This design comes from an exercise in tuning for small area and a short achievable clock period on the open sky130 flow, not from production work. Only simulation tests tie the RTL to the original design; equivalence was not proved.

==> inputs of branch garnet <==
==> flow/design.v <==
module ALU(
   input wire [31:0] p,       
   input wire [31:0] g,       
   input wire        cin,     
   input wire        m_c,     
   input wire        m_p,     
   input wire        m_g,     
   input wire        l2,      
   input wire        r2,      
   input wire        n2,      
   input wire        ones,    
   input wire        fill,    
   input wire        slt_s,   
   input wire        slt_u,   
   output wire [31:0] res
);
   wire g0c = g[0] | (p[0] & cin);
   wire G_1_0 = g[1] | (p[1] & g0c);
   wire G_3_2 = g[3] | (p[3] & g[2]);
   wire P_3_2 = p[3] & p[2];
   wire G_5_4 = g[5] | (p[5] & g[4]);
   wire P_5_4 = p[5] & p[4];
   wire G_7_6 = g[7] | (p[7] & g[6]);
   wire P_7_6 = p[7] & p[6];
   wire G_9_8 = g[9] | (p[9] & g[8]);
   wire P_9_8 = p[9] & p[8];
   wire G_11_10 = g[11] | (p[11] & g[10]);
   wire P_11_10 = p[11] & p[10];
   wire G_13_12 = g[13] | (p[13] & g[12]);
   wire P_13_12 = p[13] & p[12];
   wire G_15_14 = g[15] | (p[15] & g[14]);
   wire P_15_14 = p[15] & p[14];
   wire G_17_16 = g[17] | (p[17] & g[16]);
   wire P_17_16 = p[17] & p[16];
   wire G_19_18 = g[19] | (p[19] & g[18]);
   wire P_19_18 = p[19] & p[18];
   wire G_21_20 = g[21] | (p[21] & g[20]);
   wire P_21_20 = p[21] & p[20];
   wire G_23_22 = g[23] | (p[23] & g[22]);
   wire P_23_22 = p[23] & p[22];
   wire G_25_24 = g[25] | (p[25] & g[24]);
   wire P_25_24 = p[25] & p[24];
   wire G_27_26 = g[27] | (p[27] & g[26]);
   wire P_27_26 = p[27] & p[26];
   wire G_29_28 = g[29] | (p[29] & g[28]);
   wire P_29_28 = p[29] & p[28];
   wire G_31_30 = g[31] | (p[31] & g[30]);
   wire P_31_30 = p[31] & p[30];
   wire G_2_0 = g[2] | (p[2] & G_1_0);
   wire G_3_0 = G_3_2 | (P_3_2 & G_1_0);
   wire G_6_4 = g[6] | (p[6] & G_5_4);
   wire P_6_4 = p[6] & P_5_4;
   wire G_7_4 = G_7_6 | (P_7_6 & G_5_4);
   wire P_7_4 = P_7_6 & P_5_4;
   wire G_10_8 = g[10] | (p[10] & G_9_8);
   wire P_10_8 = p[10] & P_9_8;
   wire G_11_8 = G_11_10 | (P_11_10 & G_9_8);
   wire P_11_8 = P_11_10 & P_9_8;
   wire G_14_12 = g[14] | (p[14] & G_13_12);
   wire P_14_12 = p[14] & P_13_12;
   wire G_15_12 = G_15_14 | (P_15_14 & G_13_12);
   wire P_15_12 = P_15_14 & P_13_12;
   wire G_18_16 = g[18] | (p[18] & G_17_16);
   wire P_18_16 = p[18] & P_17_16;
   wire G_19_16 = G_19_18 | (P_19_18 & G_17_16);
   wire P_19_16 = P_19_18 & P_17_16;
   wire G_22_20 = g[22] | (p[22] & G_21_20);
   wire P_22_20 = p[22] & P_21_20;
   wire G_23_20 = G_23_22 | (P_23_22 & G_21_20);
   wire P_23_20 = P_23_22 & P_21_20;
   wire G_26_24 = g[26] | (p[26] & G_25_24);
   wire P_26_24 = p[26] & P_25_24;
   wire G_27_24 = G_27_26 | (P_27_26 & G_25_24);
   wire P_27_24 = P_27_26 & P_25_24;
   wire G_30_28 = g[30] | (p[30] & G_29_28);
   wire P_30_28 = p[30] & P_29_28;
   wire G_31_28 = G_31_30 | (P_31_30 & G_29_28);
   wire P_31_28 = P_31_30 & P_29_28;
   wire G_4_0 = g[4] | (p[4] & G_3_0);
   wire G_5_0 = G_5_4 | (P_5_4 & G_3_0);
   wire G_6_0 = G_6_4 | (P_6_4 & G_3_0);
   wire G_7_0 = G_7_4 | (P_7_4 & G_3_0);
   wire G_12_8 = g[12] | (p[12] & G_11_8);
   wire P_12_8 = p[12] & P_11_8;
   wire G_13_8 = G_13_12 | (P_13_12 & G_11_8);
   wire P_13_8 = P_13_12 & P_11_8;
   wire G_14_8 = G_14_12 | (P_14_12 & G_11_8);
   wire P_14_8 = P_14_12 & P_11_8;
   wire G_15_8 = G_15_12 | (P_15_12 & G_11_8);
   wire P_15_8 = P_15_12 & P_11_8;
   wire G_20_16 = g[20] | (p[20] & G_19_16);
   wire P_20_16 = p[20] & P_19_16;
   wire G_21_16 = G_21_20 | (P_21_20 & G_19_16);
   wire P_21_16 = P_21_20 & P_19_16;
   wire G_22_16 = G_22_20 | (P_22_20 & G_19_16);
   wire P_22_16 = P_22_20 & P_19_16;
   wire G_23_16 = G_23_20 | (P_23_20 & G_19_16);
   wire P_23_16 = P_23_20 & P_19_16;
   wire G_28_24 = g[28] | (p[28] & G_27_24);
   wire P_28_24 = p[28] & P_27_24;
   wire G_29_24 = G_29_28 | (P_29_28 & G_27_24);
   wire P_29_24 = P_29_28 & P_27_24;
   wire G_30_24 = G_30_28 | (P_30_28 & G_27_24);
   wire P_30_24 = P_30_28 & P_27_24;
   wire G_31_24 = G_31_28 | (P_31_28 & G_27_24);
   wire P_31_24 = P_31_28 & P_27_24;
   wire G_8_0 = g[8] | (p[8] & G_7_0);
   wire G_9_0 = G_9_8 | (P_9_8 & G_7_0);
   wire G_10_0 = G_10_8 | (P_10_8 & G_7_0);
   wire G_11_0 = G_11_8 | (P_11_8 & G_7_0);
   wire G_12_0 = G_12_8 | (P_12_8 & G_7_0);
   wire G_13_0 = G_13_8 | (P_13_8 & G_7_0);
   wire G_14_0 = G_14_8 | (P_14_8 & G_7_0);
   wire G_15_0 = G_15_8 | (P_15_8 & G_7_0);
   wire G_24_16 = g[24] | (p[24] & G_23_16);
   wire P_24_16 = p[24] & P_23_16;
   wire G_25_16 = G_25_24 | (P_25_24 & G_23_16);
   wire P_25_16 = P_25_24 & P_23_16;
   wire G_26_16 = G_26_24 | (P_26_24 & G_23_16);
   wire P_26_16 = P_26_24 & P_23_16;
   wire G_27_16 = G_27_24 | (P_27_24 & G_23_16);
   wire P_27_16 = P_27_24 & P_23_16;
   wire G_28_16 = G_28_24 | (P_28_24 & G_23_16);
   wire P_28_16 = P_28_24 & P_23_16;
   wire G_29_16 = G_29_24 | (P_29_24 & G_23_16);
   wire P_29_16 = P_29_24 & P_23_16;
   wire G_30_16 = G_30_24 | (P_30_24 & G_23_16);
   wire P_30_16 = P_30_24 & P_23_16;
   wire G_31_16 = G_31_24 | (P_31_24 & G_23_16);
   wire P_31_16 = P_31_24 & P_23_16;
   wire G_16_0 = g[16] | (p[16] & G_15_0);
   wire G_17_0 = G_17_16 | (P_17_16 & G_15_0);
   wire G_18_0 = G_18_16 | (P_18_16 & G_15_0);
   wire G_19_0 = G_19_16 | (P_19_16 & G_15_0);
   wire G_20_0 = G_20_16 | (P_20_16 & G_15_0);
   wire G_21_0 = G_21_16 | (P_21_16 & G_15_0);
   wire G_22_0 = G_22_16 | (P_22_16 & G_15_0);
   wire G_23_0 = G_23_16 | (P_23_16 & G_15_0);
   wire G_24_0 = G_24_16 | (P_24_16 & G_15_0);
   wire G_25_0 = G_25_16 | (P_25_16 & G_15_0);
   wire G_26_0 = G_26_16 | (P_26_16 & G_15_0);
   wire G_27_0 = G_27_16 | (P_27_16 & G_15_0);
   wire G_28_0 = G_28_16 | (P_28_16 & G_15_0);
   wire G_29_0 = G_29_16 | (P_29_16 & G_15_0);
   wire G_30_0 = G_30_16 | (P_30_16 & G_15_0);
   wire G_31_0 = G_31_16 | (P_31_16 & G_15_0);
   wire [31:0] c;    
   assign c[0] = cin;
   assign c[1] = g0c;
   assign c[2] = G_1_0;
   assign c[3] = G_2_0;
   assign c[4] = G_3_0;
   assign c[5] = G_4_0;
   assign c[6] = G_5_0;
   assign c[7] = G_6_0;
   assign c[8] = G_7_0;
   assign c[9] = G_8_0;
   assign c[10] = G_9_0;
   assign c[11] = G_10_0;
   assign c[12] = G_11_0;
   assign c[13] = G_12_0;
   assign c[14] = G_13_0;
   assign c[15] = G_14_0;
   assign c[16] = G_15_0;
   assign c[17] = G_16_0;
   assign c[18] = G_17_0;
   assign c[19] = G_18_0;
   assign c[20] = G_19_0;
   assign c[21] = G_20_0;
   assign c[22] = G_21_0;
   assign c[23] = G_22_0;
   assign c[24] = G_23_0;
   assign c[25] = G_24_0;
   assign c[26] = G_25_0;
   assign c[27] = G_26_0;
   assign c[28] = G_27_0;
   assign c[29] = G_28_0;
   assign c[30] = G_29_0;
   assign c[31] = G_30_0;
   wire [31:0] s0 = ({32{g[3]}} & {p[30:0], 1'b0}) | ({32{g[4]}} & {fill, p[31:1]})
                  | ({32{g[5]}} & p);
   wire [31:0] s1 = ({32{g[6]}} & {s0[29:0], 2'b0}) | ({32{g[7]}} & {{2{fill}}, s0[31:2]})
                  | ({32{g[8]}} & s0);
   wire [31:0] sh = ({32{l2}} & {s1[27:0], 4'b0}) | ({32{r2}} & {{4{fill}}, s1[31:4]})
                  | ({32{n2}} & s1);
   wire [31:0] other = ({32{m_p}} & p) | ({32{m_g}} & g)
                     | sh | {32{ones}};
   wire [31:0] x0 = ({32{m_c}} &  p) | other;
   wire [31:0] x1 = ({32{m_c}} & ~p) | other;
   wire [31:0] r = (c & x1) | (~c & x0);
   wire lt = p[31] ? ~c[31] : (g[31] ^ slt_u);
   assign res = {r[31:1], r[0] | ((slt_s | slt_u) & lt)};
endmodule
module CPU(
   input wire        clk,
   input wire        rstn,
   input wire [31:0] operand_a,
   input wire [31:0] operand_b,
   input wire [2:0]  operation,
   input wire        logic_arithmetic,
   input wire        add_sub,
   output reg [31:0] alu_out
);
   wire is_add  = (operation == 3'd0) & ~add_sub;
   wire is_sub  = (operation == 3'd0) &  add_sub;
   wire is_sll  = (operation == 3'd1);
   wire is_slt  = (operation == 3'd2);
   wire is_sltu = (operation == 3'd3);
   wire is_xor  = (operation == 3'd4);
   wire is_sr   = (operation == 3'd5);
   wire is_sra  = is_sr & logic_arithmetic;
   wire is_and  = (operation == 3'd6);
   wire is_or   = (operation == 3'd7);
   wire big     = |operand_b[31:5];
   wire sub     = is_sub | is_slt | is_sltu;
   wire shift   = is_sll | is_sr;
   wire fill_in = is_sra & operand_a[31];
   wire        l4 = operand_b[4] & is_sll, r4 = operand_b[4] & is_sr;
   wire        n4 = ~(operand_b[4] & shift);
   wire [31:0] t1 = ({32{l4}} & {operand_a[15:0], 16'd0})
                  | ({32{r4}} & {{16{fill_in}}, operand_a[31:16]})
                  | ({32{n4}} & operand_a);
   wire        l3 = operand_b[3] & is_sll, r3 = operand_b[3] & is_sr;
   wire        n3 = ~(operand_b[3] & shift);
   wire [31:0] t2 = ({32{l3}} & {t1[23:0], 8'd0})
                  | ({32{r3}} & {{8{fill_in}}, t1[31:8]})
                  | ({32{n3}} & t1);
   wire [31:0] bx = (operand_b ^ {32{sub}}) & {32{~shift}};
   wire [8:0] sh_ctl = {~operand_b[1], operand_b[1] & ~is_sll, operand_b[1] & is_sll,
                        ~operand_b[0], operand_b[0] & ~is_sll, operand_b[0] & is_sll,
                        operand_b[2:0]};
   reg [31:0] rp, rg;
   always @(posedge clk) begin
      rp <= t2 ^ bx;
      rg <= (operand_a & bx) | ({23'd0, sh_ctl} & {32{shift}});
   end
   reg cin, m_c, m_p, m_g, l2, r2, n2, ones, fill, slt_s, slt_u;
   always @(posedge clk or negedge rstn) begin
      if (!rstn) begin
         {cin, m_c, m_p, m_g, l2, r2, n2, ones, fill, slt_s, slt_u} <= 11'd0;
      end else begin
         cin   <= sub;
         m_c   <= is_add | is_sub;
         m_p   <= is_xor | is_or;
         m_g   <= is_and | is_or;
         l2    <= is_sll & operand_b[2] & ~big;
         r2    <= is_sr & operand_b[2] & ~big;
         n2    <= shift & ~operand_b[2] & ~big;
         ones  <= is_sra & big;
         fill  <= fill_in;
         slt_s <= is_slt;
         slt_u <= is_sltu;
      end
   end
   wire [31:0] alu_res;
   ALU u_ALU (
      .p(rp), .g(rg), .cin(cin), .m_c(m_c), .m_p(m_p), .m_g(m_g),
      .l2(l2), .r2(r2), .n2(n2), .ones(ones), .fill(fill), .slt_s(slt_s), .slt_u(slt_u),
      .res(alu_res)
   );
   always @(posedge clk or negedge rstn) begin
      if (!rstn) alu_out <= 32'd0;
      else       alu_out <= alu_res;
   end
endmodule
==> flow/flow/run.sh <==
#!/bin/bash
# Layout flow: the standard ORFS flow (standard.sh) with these changes:
#  - synthesis keeps the shift-select and decode wires listed in KEEP as
#    nets of their own, so ABC maps each of them as its own gate (the
#    registers, and all else in synthesis, are the standard synthesis's);
#  - ABC maps the logic with flow/speed.abc (delay-driven map with area
#    recovery, buffering and gate sizing) instead of ORFS's abc_speed script;
#  - the port buffers are buf_1 cells instead of buffer_ports' default pick;
set -euo pipefail
W=$(pwd)
KEEP="l4 r4 n4 l3 r3 n3 sub shift is_sll is_sr"
sed -e 's|log_cmd abc {\*}$abc_args|log_cmd abc -script '"$W"'/flow/speed.abc {*}[lrange $abc_args 2 end]|' \
    -e 's|^hierarchy -check -top $::env(DESIGN_NAME)$|&\nforeach w {'"$KEEP"'} { setattr -set keep 1 $::env(DESIGN_NAME)/w:$w }|' \
  "$FLOW_HOME/scripts/synth.tcl" > "$W/synth_mod.tcl"
grep -q "flow/speed.abc" "$W/synth_mod.tcl"
grep -q "setattr -set keep 1" "$W/synth_mod.tcl"
sed "s|\$::env(SCRIPTS_DIR)/synth.tcl|$W/synth_mod.tcl|" synth_recipe.tcl > "$W/synth_top.tcl"
grep -q "synth_mod.tcl" "$W/synth_top.tcl"
bash standard.sh SYNTH_SCRIPT="$W/synth_top.tcl" ABC_CLOCK_PERIOD_IN_PS=1200 \
  BUFFER_PORTS_ARGS="-buffer_cell sky130_fd_sc_hd__buf_1" finish > "$W/flow_make.log" 2>&1
==> flow/flow/speed.abc <==
strash
dch -f
map
topo
buffer -p
upsize -D 1300
dnsize -D 1300
stime -p
==> flow/standard.sh <==
#!/bin/bash
# synth_recipe.tcl (not shown) runs the flow's synth.tcl, then flattens the netlist and writes it again
# the make line also repeats each setting of config.mk as NAME=value (left out here)
make -C /OpenROAD-flow-scripts/flow DESIGN_CONFIG=/design/flow/config.mk WORK_HOME=/design/flow/orfs CLKGATE_MAP_FILE= SYNTH_SCRIPT=/design/flow/synth_recipe.tcl "${@:-finish}"
==> flow/config.mk <==
export PLATFORM = sky130hd
export DESIGN_NAME = CPU
export DESIGN_NICKNAME = CPU
export VERILOG_FILES = /design/flow/design.v
export SDC_FILE = /design/flow/constraint.sdc
export NUM_CORES = 8
export LEC_CHECK = 0
export CAP_MARGIN = 20
export CORE_MARGIN = 2
export CORE_UTILIZATION = 40
export SETUP_SLACK_MARGIN = 3.0
export SLEW_MARGIN = 20
export TNS_END_PERCENT = 0
==> flow/constraint.sdc <==
create_clock -name core_clock -period 5.0 [get_ports {clk}]
set_input_delay 1.0000 -clock core_clock [delete_from_list [all_inputs] [get_ports {clk}]]
set_output_delay 1.0000 -clock core_clock [all_outputs]
set_load 0.01 [all_outputs]
==> branch quartz (differences from branch garnet) <==
==> flow/design.v, changed modules only <==
module ALU(
   input wire [31:0] a,       
   input wire [31:0] b,       
   input wire        cin,     
   input wire        m_c,     
   input wire        m_p,     
   input wire        m_g,     
   input wire        sel_r,   
   input wire        sel_l,   
   input wire        fill,    
   input wire        slt_s,   
   input wire        slt_u,   
   output wire [31:0] res
);
   wire [31:0] p = a ^ b;
   wire [31:0] g = a & b;
   wire g0c = g[0] | (p[0] & cin);
   wire G_1_0 = g[1] | (p[1] & g0c);
   wire G_3_2 = g[3] | (p[3] & g[2]);
   wire P_3_2 = p[3] & p[2];
   wire G_5_4 = g[5] | (p[5] & g[4]);
   wire P_5_4 = p[5] & p[4];
   wire G_7_6 = g[7] | (p[7] & g[6]);
   wire P_7_6 = p[7] & p[6];
   wire G_9_8 = g[9] | (p[9] & g[8]);
   wire P_9_8 = p[9] & p[8];
   wire G_11_10 = g[11] | (p[11] & g[10]);
   wire P_11_10 = p[11] & p[10];
   wire G_13_12 = g[13] | (p[13] & g[12]);
   wire P_13_12 = p[13] & p[12];
   wire G_15_14 = g[15] | (p[15] & g[14]);
   wire P_15_14 = p[15] & p[14];
   wire G_17_16 = g[17] | (p[17] & g[16]);
   wire P_17_16 = p[17] & p[16];
   wire G_19_18 = g[19] | (p[19] & g[18]);
   wire P_19_18 = p[19] & p[18];
   wire G_21_20 = g[21] | (p[21] & g[20]);
   wire P_21_20 = p[21] & p[20];
   wire G_23_22 = g[23] | (p[23] & g[22]);
   wire P_23_22 = p[23] & p[22];
   wire G_25_24 = g[25] | (p[25] & g[24]);
   wire P_25_24 = p[25] & p[24];
   wire G_27_26 = g[27] | (p[27] & g[26]);
   wire P_27_26 = p[27] & p[26];
   wire G_29_28 = g[29] | (p[29] & g[28]);
   wire P_29_28 = p[29] & p[28];
   wire G_31_30 = g[31] | (p[31] & g[30]);
   wire P_31_30 = p[31] & p[30];
   wire G_2_0 = g[2] | (p[2] & G_1_0);
   wire G_3_0 = G_3_2 | (P_3_2 & G_1_0);
   wire G_6_4 = g[6] | (p[6] & G_5_4);
   wire P_6_4 = p[6] & P_5_4;
   wire G_7_4 = G_7_6 | (P_7_6 & G_5_4);
   wire P_7_4 = P_7_6 & P_5_4;
   wire G_10_8 = g[10] | (p[10] & G_9_8);
   wire P_10_8 = p[10] & P_9_8;
   wire G_11_8 = G_11_10 | (P_11_10 & G_9_8);
   wire P_11_8 = P_11_10 & P_9_8;
   wire G_14_12 = g[14] | (p[14] & G_13_12);
   wire P_14_12 = p[14] & P_13_12;
   wire G_15_12 = G_15_14 | (P_15_14 & G_13_12);
   wire P_15_12 = P_15_14 & P_13_12;
   wire G_18_16 = g[18] | (p[18] & G_17_16);
   wire P_18_16 = p[18] & P_17_16;
   wire G_19_16 = G_19_18 | (P_19_18 & G_17_16);
   wire P_19_16 = P_19_18 & P_17_16;
   wire G_22_20 = g[22] | (p[22] & G_21_20);
   wire P_22_20 = p[22] & P_21_20;
   wire G_23_20 = G_23_22 | (P_23_22 & G_21_20);
   wire P_23_20 = P_23_22 & P_21_20;
   wire G_26_24 = g[26] | (p[26] & G_25_24);
   wire P_26_24 = p[26] & P_25_24;
   wire G_27_24 = G_27_26 | (P_27_26 & G_25_24);
   wire P_27_24 = P_27_26 & P_25_24;
   wire G_30_28 = g[30] | (p[30] & G_29_28);
   wire P_30_28 = p[30] & P_29_28;
   wire G_31_28 = G_31_30 | (P_31_30 & G_29_28);
   wire P_31_28 = P_31_30 & P_29_28;
   wire G_4_0 = g[4] | (p[4] & G_3_0);
   wire G_5_0 = G_5_4 | (P_5_4 & G_3_0);
   wire G_6_0 = G_6_4 | (P_6_4 & G_3_0);
   wire G_7_0 = G_7_4 | (P_7_4 & G_3_0);
   wire G_12_8 = g[12] | (p[12] & G_11_8);
   wire P_12_8 = p[12] & P_11_8;
   wire G_13_8 = G_13_12 | (P_13_12 & G_11_8);
   wire P_13_8 = P_13_12 & P_11_8;
   wire G_14_8 = G_14_12 | (P_14_12 & G_11_8);
   wire P_14_8 = P_14_12 & P_11_8;
   wire G_15_8 = G_15_12 | (P_15_12 & G_11_8);
   wire P_15_8 = P_15_12 & P_11_8;
   wire G_20_16 = g[20] | (p[20] & G_19_16);
   wire P_20_16 = p[20] & P_19_16;
   wire G_21_16 = G_21_20 | (P_21_20 & G_19_16);
   wire P_21_16 = P_21_20 & P_19_16;
   wire G_22_16 = G_22_20 | (P_22_20 & G_19_16);
   wire P_22_16 = P_22_20 & P_19_16;
   wire G_23_16 = G_23_20 | (P_23_20 & G_19_16);
   wire P_23_16 = P_23_20 & P_19_16;
   wire G_28_24 = g[28] | (p[28] & G_27_24);
   wire P_28_24 = p[28] & P_27_24;
   wire G_29_24 = G_29_28 | (P_29_28 & G_27_24);
   wire P_29_24 = P_29_28 & P_27_24;
   wire G_30_24 = G_30_28 | (P_30_28 & G_27_24);
   wire P_30_24 = P_30_28 & P_27_24;
   wire G_31_24 = G_31_28 | (P_31_28 & G_27_24);
   wire P_31_24 = P_31_28 & P_27_24;
   wire G_8_0 = g[8] | (p[8] & G_7_0);
   wire G_9_0 = G_9_8 | (P_9_8 & G_7_0);
   wire G_10_0 = G_10_8 | (P_10_8 & G_7_0);
   wire G_11_0 = G_11_8 | (P_11_8 & G_7_0);
   wire G_12_0 = G_12_8 | (P_12_8 & G_7_0);
   wire G_13_0 = G_13_8 | (P_13_8 & G_7_0);
   wire G_14_0 = G_14_8 | (P_14_8 & G_7_0);
   wire G_15_0 = G_15_8 | (P_15_8 & G_7_0);
   wire G_24_16 = g[24] | (p[24] & G_23_16);
   wire P_24_16 = p[24] & P_23_16;
   wire G_25_16 = G_25_24 | (P_25_24 & G_23_16);
   wire P_25_16 = P_25_24 & P_23_16;
   wire G_26_16 = G_26_24 | (P_26_24 & G_23_16);
   wire P_26_16 = P_26_24 & P_23_16;
   wire G_27_16 = G_27_24 | (P_27_24 & G_23_16);
   wire P_27_16 = P_27_24 & P_23_16;
   wire G_28_16 = G_28_24 | (P_28_24 & G_23_16);
   wire P_28_16 = P_28_24 & P_23_16;
   wire G_29_16 = G_29_24 | (P_29_24 & G_23_16);
   wire P_29_16 = P_29_24 & P_23_16;
   wire G_30_16 = G_30_24 | (P_30_24 & G_23_16);
   wire P_30_16 = P_30_24 & P_23_16;
   wire G_31_16 = G_31_24 | (P_31_24 & G_23_16);
   wire P_31_16 = P_31_24 & P_23_16;
   wire G_16_0 = g[16] | (p[16] & G_15_0);
   wire G_17_0 = G_17_16 | (P_17_16 & G_15_0);
   wire G_18_0 = G_18_16 | (P_18_16 & G_15_0);
   wire G_19_0 = G_19_16 | (P_19_16 & G_15_0);
   wire G_20_0 = G_20_16 | (P_20_16 & G_15_0);
   wire G_21_0 = G_21_16 | (P_21_16 & G_15_0);
   wire G_22_0 = G_22_16 | (P_22_16 & G_15_0);
   wire G_23_0 = G_23_16 | (P_23_16 & G_15_0);
   wire G_24_0 = G_24_16 | (P_24_16 & G_15_0);
   wire G_25_0 = G_25_16 | (P_25_16 & G_15_0);
   wire G_26_0 = G_26_16 | (P_26_16 & G_15_0);
   wire G_27_0 = G_27_16 | (P_27_16 & G_15_0);
   wire G_28_0 = G_28_16 | (P_28_16 & G_15_0);
   wire G_29_0 = G_29_16 | (P_29_16 & G_15_0);
   wire G_30_0 = G_30_16 | (P_30_16 & G_15_0);
   wire G_31_0 = G_31_16 | (P_31_16 & G_15_0);
   wire [31:0] c;    
   assign c[0] = cin;
   assign c[1] = g0c;
   assign c[2] = G_1_0;
   assign c[3] = G_2_0;
   assign c[4] = G_3_0;
   assign c[5] = G_4_0;
   assign c[6] = G_5_0;
   assign c[7] = G_6_0;
   assign c[8] = G_7_0;
   assign c[9] = G_8_0;
   assign c[10] = G_9_0;
   assign c[11] = G_10_0;
   assign c[12] = G_11_0;
   assign c[13] = G_12_0;
   assign c[14] = G_13_0;
   assign c[15] = G_14_0;
   assign c[16] = G_15_0;
   assign c[17] = G_16_0;
   assign c[18] = G_17_0;
   assign c[19] = G_18_0;
   assign c[20] = G_19_0;
   assign c[21] = G_20_0;
   assign c[22] = G_21_0;
   assign c[23] = G_22_0;
   assign c[24] = G_23_0;
   assign c[25] = G_24_0;
   assign c[26] = G_25_0;
   assign c[27] = G_26_0;
   assign c[28] = G_27_0;
   assign c[29] = G_28_0;
   assign c[30] = G_29_0;
   assign c[31] = G_30_0;
   wire [31:0] s0 = b[0] ? {{1{fill}}, a[31:1]}  : a;
   wire [31:0] s1 = b[1] ? {{2{fill}}, s0[31:2]} : s0;
   wire [31:0] sh = b[2] ? {{4{fill}}, s1[31:4]} : s1;
   wire [31:0] sh_rev;
   genvar k;
   generate for (k = 0; k < 32; k = k + 1) begin : rv
      assign sh_rev[k] = sh[31-k];
   end endgenerate
   wire [31:0] other = ({32{m_p}} & p) | ({32{m_g}} & g)
                     | ({32{sel_r}} & sh) | ({32{sel_l}} & sh_rev);
   wire [31:0] x0 = ({32{m_c}} &  p) | other;
   wire [31:0] x1 = ({32{m_c}} & ~p) | other;
   wire [31:0] r = (c & x1) | (~c & x0);
   wire lt = p[31] ? ~c[31] : (a[31] ^ slt_u);
   assign res = {r[31:1], r[0] | ((slt_s | slt_u) & lt)};
endmodule
module CPU(
   input wire        clk,
   input wire        rstn,
   input wire [31:0] operand_a,
   input wire [31:0] operand_b,
   input wire [2:0]  operation,
   input wire        logic_arithmetic,
   input wire        add_sub,
   output reg [31:0] alu_out
);
   wire is_add  = (operation == 3'd0) & ~add_sub;
   wire is_sub  = (operation == 3'd0) &  add_sub;
   wire is_sll  = (operation == 3'd1);
   wire is_slt  = (operation == 3'd2);
   wire is_sltu = (operation == 3'd3);
   wire is_xor  = (operation == 3'd4);
   wire is_sr   = (operation == 3'd5);
   wire is_sra  = is_sr & logic_arithmetic;
   wire is_and  = (operation == 3'd6);
   wire is_or   = (operation == 3'd7);
   wire big     = |operand_b[31:5];
   wire sub     = is_sub | is_slt | is_sltu;
   wire shift   = is_sll | is_sr;
   wire fill_in = is_sra & (operand_a[31] | big);
   reg  [31:0] a_rev;
   integer i;
   always @* for (i = 0; i < 32; i = i + 1) a_rev[i] = operand_a[31-i];
   wire [31:0] t0 = big ? {32{fill_in}} : (is_sll ? a_rev : operand_a);
   wire [31:0] t1 = operand_b[4] ? {{16{fill_in}}, t0[31:16]} : t0;
   wire [31:0] t2 = operand_b[3] ? {{8{fill_in}},  t1[31:8]}  : t1;
   reg [31:0] ra, rb;
   always @(posedge clk) begin
      ra <= shift ? t2 : operand_a;
      rb <= operand_b ^ {32{sub}};
   end
   reg cin, m_c, m_p, m_g, sel_r, sel_l, fill, slt_s, slt_u;
   always @(posedge clk or negedge rstn) begin
      if (!rstn) begin
         {cin, m_c, m_p, m_g, sel_r, sel_l, fill, slt_s, slt_u} <= 9'd0;
      end else begin
         cin   <= sub;
         m_c   <= is_add | is_sub;
         m_p   <= is_xor | is_or;
         m_g   <= is_and | is_or;
         sel_r <= is_sr;
         sel_l <= is_sll;
         fill  <= fill_in;
         slt_s <= is_slt;
         slt_u <= is_sltu;
      end
   end
   wire [31:0] alu_res;
   ALU u_ALU (
      .a(ra), .b(rb), .cin(cin), .m_c(m_c), .m_p(m_p), .m_g(m_g),
      .sel_r(sel_r), .sel_l(sel_l), .fill(fill), .slt_s(slt_s), .slt_u(slt_u),
      .res(alu_res)
   );
   always @(posedge clk or negedge rstn) begin
      if (!rstn) alu_out <= 32'd0;
      else       alu_out <= alu_res;
   end
endmodule
==> flow/run.sh (new file) <==
#!/bin/bash
# synth_recipe.tcl (not shown) runs the flow's synth.tcl, then flattens the netlist and writes it again
# the make line also repeats each setting of config.mk as NAME=value (left out here)
make -C /OpenROAD-flow-scripts/flow DESIGN_CONFIG=/design/flow/config.mk WORK_HOME=/design/flow/orfs CLKGATE_MAP_FILE= SYNTH_SCRIPT=/design/flow/synth_recipe.tcl finish
- TNS_END_PERCENT: 0 -> default
removed: flow/flow/run.sh
removed: flow/flow/speed.abc
removed: flow/standard.sh
==> summary of the runs <==
- Of branch quartz and branch garnet, branch garnet has the higher setup slack (gap 0.46 ns).
- Between branch garnet and branch quartz, the lower clock-buffer cell count is in branch garnet (gap 1).
- Final cell count: branch garnet is larger than branch quartz (about 15%).
- Of branch quartz and branch garnet, branch garnet has the higher die area (gap 1.2%, measured against branch garnet).
- Maximum frequency: branch quartz is smaller than branch garnet (18%).
- Synthesized cell count: branch quartz is smaller than branch garnet (22%).
- Against branch garnet, the clock skew of branch quartz is higher by 0.0022 ns.
- Global-route usage: branch garnet is higher than branch quartz (3.8 points).
- Of branch garnet and branch quartz, branch garnet has the higher sequential cell count (gap 2).
- Against branch quartz, the sequential share of layout area of branch garnet is higher by 4.7 points.

==> re-timing with driven ports <==
In the flow no input, the clock included, has a driving cell. The finished layouts below were timed again as built, in two steps. Step 1 assumes that a clkbuf_16 drives the clock port and a buf_2 every other input. Step 2 also shifts input and output timing later by t, the mid clock arrival at the registers, as if the neighbouring blocks saw the same clock. Slacks: ideal ports / drivers / drivers and shift; pairs: ideal ports / drivers.
run	t (ns)	slack for setup (ns)	pins driven straight from the clock port
branch garnet	0.401	2.878 / 2.888 / 2.487	1
branch quartz	0.404	2.416 / 2.424 / 2.031	1
After both steps every run listed still meets setup and hold. For branch garnet, which loses most, drivers alone change the setup slack by +0.010 ns; drivers and shift together by -0.391 ns.
